From an optimization exercise on the open Yosys and OpenROAD flow, aimed at small area and a short achievable clock period; shortcuts taken in it are not production practice. The RTL was checked by simulation tests, not by an equivalence proof against the original design.

## run A
// MACRegister
module MACRegister(
    input clk,
    input rst,
    input [1:0] opcode,
    input [15:0] a,
    input [15:0] b,
    output [31:0] dataOut
    );
    reg [31:0] register;
    assign dataOut = register;
    wire [31:0] rt = ~register;
    wire pp0_0 = ~(a[0] & b[0]), pp0_1 = ~(a[0] & b[1]), pp0_2 = ~(a[0] & b[2]), pp0_3 = ~(a[0] & b[3]), pp0_4 = ~(a[0] & b[4]), pp0_5 = ~(a[0] & b[5]), pp0_6 = ~(a[0] & b[6]), pp0_7 = ~(a[0] & b[7]), pp0_8 = ~(a[0] & b[8]), pp0_9 = ~(a[0] & b[9]), pp0_10 = ~(a[0] & b[10]), pp0_11 = ~(a[0] & b[11]), pp0_12 = ~(a[0] & b[12]), pp0_13 = ~(a[0] & b[13]), pp0_14 = ~(a[0] & b[14]), pp0_15 = ~(a[0] & b[15]);
    wire pp1_0 = ~(a[1] & b[0]), pp1_1 = ~(a[1] & b[1]), pp1_2 = ~(a[1] & b[2]), pp1_3 = ~(a[1] & b[3]), pp1_4 = ~(a[1] & b[4]), pp1_5 = ~(a[1] & b[5]), pp1_6 = ~(a[1] & b[6]), pp1_7 = ~(a[1] & b[7]), pp1_8 = ~(a[1] & b[8]), pp1_9 = ~(a[1] & b[9]), pp1_10 = ~(a[1] & b[10]), pp1_11 = ~(a[1] & b[11]), pp1_12 = ~(a[1] & b[12]), pp1_13 = ~(a[1] & b[13]), pp1_14 = ~(a[1] & b[14]), pp1_15 = ~(a[1] & b[15]);
    wire pp2_0 = ~(a[2] & b[0]), pp2_1 = ~(a[2] & b[1]), pp2_2 = ~(a[2] & b[2]), pp2_3 = ~(a[2] & b[3]), pp2_4 = ~(a[2] & b[4]), pp2_5 = ~(a[2] & b[5]), pp2_6 = ~(a[2] & b[6]), pp2_7 = ~(a[2] & b[7]), pp2_8 = ~(a[2] & b[8]), pp2_9 = ~(a[2] & b[9]), pp2_10 = ~(a[2] & b[10]), pp2_11 = ~(a[2] & b[11]), pp2_12 = ~(a[2] & b[12]), pp2_13 = ~(a[2] & b[13]), pp2_14 = ~(a[2] & b[14]), pp2_15 = ~(a[2] & b[15]);
  ...
Size: about 68 I/O pins, about 9000 um^2 of cells after synthesis.
==> flow/config.mk <==
export PLATFORM = sky130hd
export DESIGN_NAME = MACRegister
export DESIGN_NICKNAME = MACRegister
export VERILOG_FILES = /design/flow/design.v
export SDC_FILE = /design/flow/constraint.sdc
export NUM_CORES = 4
export LEC_CHECK = 0
export CAP_MARGIN = 20
export CORE_MARGIN = 2
export CORE_UTILIZATION = 55
export PLACE_DENSITY = 0.75
export SETUP_SLACK_MARGIN = 1.0
export SLEW_MARGIN = 20
export SYNTH_HIERARCHICAL = 1
export SYNTH_MINIMUM_KEEP_SIZE = 0
==> flow/constraint.sdc <==
create_clock -name core_clock -period 19.0 [get_ports {clk}]
set_input_delay 3.8000 -clock core_clock [delete_from_list [all_inputs] [get_ports {clk}]]
set_output_delay 3.8000 -clock core_clock [all_outputs]
set_load 0.01 [all_outputs]
standard.sh (not shown) runs the stock make flow with config.mk's settings and CLKGATE_MAP_FILE= SYNTH_SCRIPT=/design/flow/synth_recipe.tcl, a recipe that flattens the netlist after the stock synthesis.
==> flow/flow/run.sh <==
#!/bin/bash
# Standard ORFS layout, with buf_2 port buffers, and timing repair aiming for 10.75 ns of
# setup slack at the design's clock period (i.e. a tighter internal target).
set -euo pipefail
bash standard.sh "BUFFER_PORTS_ARGS=-buffer_cell sky130_fd_sc_hd__buf_2" "SETUP_SLACK_MARGIN=10.75" finish > make_finish.log 2>&1
Run A went all the way through synthesis, placement and routing and the layout is clean on timing, DRC and antenna.
Relative to run A, the following input files were edited for run B:
==> flow/flow/run.sh <==
#!/bin/bash
# Standard ORFS layout, with the port buffers made of buf_2 cells instead of the default choice.
set -euo pipefail
bash standard.sh "BUFFER_PORTS_ARGS=-buffer_cell sky130_fd_sc_hd__buf_2" finish > make_finish.log 2>&1
Results
- Comparing run A against run B, there is no change at all in die span in x.
- Run A -> run B: global routing met1 resource utilization flat
- Cell depth of the worst setup path: run A vs run B, no meaningful difference
- On sink count of the clock tree, run A and run B are basically level.
- In the tables for run A and run B, utilization after layout reads higher with run A.
- Between run B and run A, it is run B whose number of DRC markers in iteration 0 is higher, by 8.2%.
- Sort run A and run B by number of filler cells placed in the layout, ascending, and run A comes first.
- Of run A and run B, the run reporting the lower relative area of non-clock buffer cells in the final design was run B.
The inputs of run C differ from those of run B as listed below.
- an added CTS_BUF_LIST of sky130_fd_sc_hd__clkbuf_8
==> flow/flow/run.sh <==
#!/bin/bash
# Standard ORFS layout, with buf_2 port buffers (buf_1 on the outputs, flow/outbuf.tcl after
# global placement), and timing repair aiming for 11 ns of setup slack at the design's clock
# period (a tighter internal target), working on the worst paths only (TNS_END_PERCENT=0).
set -euo pipefail
export POST_GLOBAL_PLACE_TCL="$(pwd)/flow/outbuf.tcl"
bash standard.sh "BUFFER_PORTS_ARGS=-buffer_cell sky130_fd_sc_hd__buf_2" "SETUP_SLACK_MARGIN=11" "TNS_END_PERCENT=0" finish > make_finish.log 2>&1
==> flow/flow/outbuf.tcl (new file) <==
# After global placement: the buffers that buffer_ports put on the output ports drive only
# the port's load, so give them drive strength 1.
set db [ord::get_db]
set small [$db findMaster sky130_fd_sc_hd__buf_1]
set n 0
foreach bterm [[ord::get_db_block] getBTerms] {
  if {[$bterm getIoType] ne "OUTPUT"} { continue }
  set net [$bterm getNet]
  foreach iterm [$net getITerms] {
    if {![$iterm isOutputSignal]} { continue }
    set inst [$iterm getInst]
    if {[string match sky130_fd_sc_hd__buf_* [[$inst getMaster] getName]]} {
      $inst swapMaster $small
      incr n
    }
  }
}
puts "outbuf.tcl: $n output port buffers set to buf_1"
- As far as die area is concerned, run B and run C perform about the same.
- Run C has finished layout cell area above what run B had.
- Run C improves on run B in worst hold slack across all endpoints.
- For the remaining max-slew budget at the tightest pin, run C came in 8.4 points lower than run B did.
- Run C vs run B, critical path launch point: a[15] vs a[11]
Edits applied to the flow inputs when going from run C to run D:
- CTS_BUF_LIST: sky130_fd_sc_hd__clkbuf_8 -> sky130_fd_sc_hd__clkbuf_4 sky130_fd_sc_hd__clkbuf_8
==> flow/flow/run.sh <==
#!/bin/bash
# Standard ORFS layout, with buf_2 port buffers, and timing repair aiming for 10.75 ns of
# setup slack at the design's clock period (i.e. a tighter internal target).
set -euo pipefail
bash standard.sh "BUFFER_PORTS_ARGS=-buffer_cell sky130_fd_sc_hd__buf_2" "SETUP_SLACK_MARGIN=10.75" finish > make_finish.log 2>&1
removed: flow/flow/outbuf.tcl
Results
On sequential share of layout area, run D and run C are neck and neck. Changes observed in run D relative to run C: worst hold slack after final layout was more or less identical; amount of wire on met2 after detailed routing went down by 600 um; met2 routing resource usage after global routing went down by 3.7 points. Run D can be clocked slower than run C.
The following lists how run E was set up differently from run D:
- CTS_BUF_LIST now sky130_fd_sc_hd__clkbuf_8, was sky130_fd_sc_hd__clkbuf_4 sky130_fd_sc_hd__clkbuf_8
==> flow/flow/run.sh <==
#!/bin/bash
# Standard ORFS layout, with buf_2 port buffers (buf_1 on the outputs, flow/outbuf.tcl after
# global placement), and timing repair aiming for 11.5 ns of setup slack at the design's clock
# period (a tighter internal target), working on the worst paths only (TNS_END_PERCENT=0).
set -euo pipefail
export POST_GLOBAL_PLACE_TCL="$(pwd)/flow/outbuf.tcl"
bash standard.sh "BUFFER_PORTS_ARGS=-buffer_cell sky130_fd_sc_hd__buf_2" "SETUP_SLACK_MARGIN=11.5" "TNS_END_PERCENT=0" finish > make_finish.log 2>&1
==> flow/flow/outbuf.tcl (new file) <==
# After global placement: the buffers that buffer_ports put on the output ports drive only
# the port's load, so give them drive strength 1.
set db [ord::get_db]
set small [$db findMaster sky130_fd_sc_hd__buf_1]
set n 0
foreach bterm [[ord::get_db_block] getBTerms] {
  if {[$bterm getIoType] ne "OUTPUT"} { continue }
  set net [$bterm getNet]
  foreach iterm [$net getITerms] {
    if {![$iterm isOutputSignal]} { continue }
    set inst [$iterm getInst]
    if {[string match sky130_fd_sc_hd__buf_* [[$inst getMaster] getName]]} {
      $inst swapMaster $small
      incr n
    }
  }
}
puts "outbuf.tcl: $n output port buffers set to buf_1"
Findings:
Slowest cell on the critical path = sky130_fd_sc_hd__fa_2: run E; slowest cell on the critical path = sky130_fd_sc_hd__fa_1: run D
Compared with run D, run E ends up with more cell area.
Total placed instance area, run D and run E: larger value in run D
From run D to run E the numbers moved as follows: relative area of clock buffers and inverters in the final design neither gained nor lost much.
What run F does differently from run E at the input level:
- swapping sky130_fd_sc_hd__clkbuf_8 for sky130_fd_sc_hd__clkbuf_4 sky130_fd_sc_hd__clkbuf_8 in CTS_BUF_LIST
==> flow/flow/run.sh <==
#!/bin/bash
# Standard ORFS layout, with buf_2 port buffers, and timing repair aiming for 10.5 ns of
# setup slack at the design's clock period (i.e. a tighter internal target).
set -euo pipefail
bash standard.sh "BUFFER_PORTS_ARGS=-buffer_cell sky130_fd_sc_hd__buf_2" "SETUP_SLACK_MARGIN=10.5" finish > make_finish.log 2>&1
removed: flow/flow/outbuf.tcl
The flow did not stop early for run E: all stages ran, and the layout cleared the timing, design-rule and antenna checks. Run F reached the final stage; the timing, design-rule and antenna checks on its layout passed. Run F vs run E — design area dropped about 3%. Between run E and run F, remaining max-slew budget at the tightest pin is lower for run E, run F comes in above that. Run F vs run E on via count: run F is the lower one.

[afterwards: timing with drivers on the ports]
In the flow no input, the clock included, has a driving cell. The finished layouts below were timed again as built, in two steps. Step 1: set_driving_cell puts a clkbuf_16 on clk and a buf_2 on each other input, an assumption about the parent block. Step 2, shift: input delay + t, output delay - t, t = (earliest + latest rising clock arrival at the registers) / 2. This alone moves slack from input paths to output paths. Slacks: no drivers / after step 1 / after step 2; pairs: no drivers / after step 1.
run	t, ns	setup WS [ns]	cell pins on the clock port's net
run A	0.338	10.881 / 10.872 / 10.534	1
run B	0.338	10.257 / 10.278 / 9.940	1
run C	0.357	11.023 / 11.011 / 10.654	1
run D	0.359	10.885 / 10.894 / 10.535	1
run E	0.356	11.114 / 11.103 / 10.747	1
run F	0.358	10.679 / 10.690 / 10.332	1
After both steps setup and hold are still met in every run listed. For run C, which loses most, drivers alone change the setup slack by -0.012 ns; drivers and shift together by -0.369 ns.
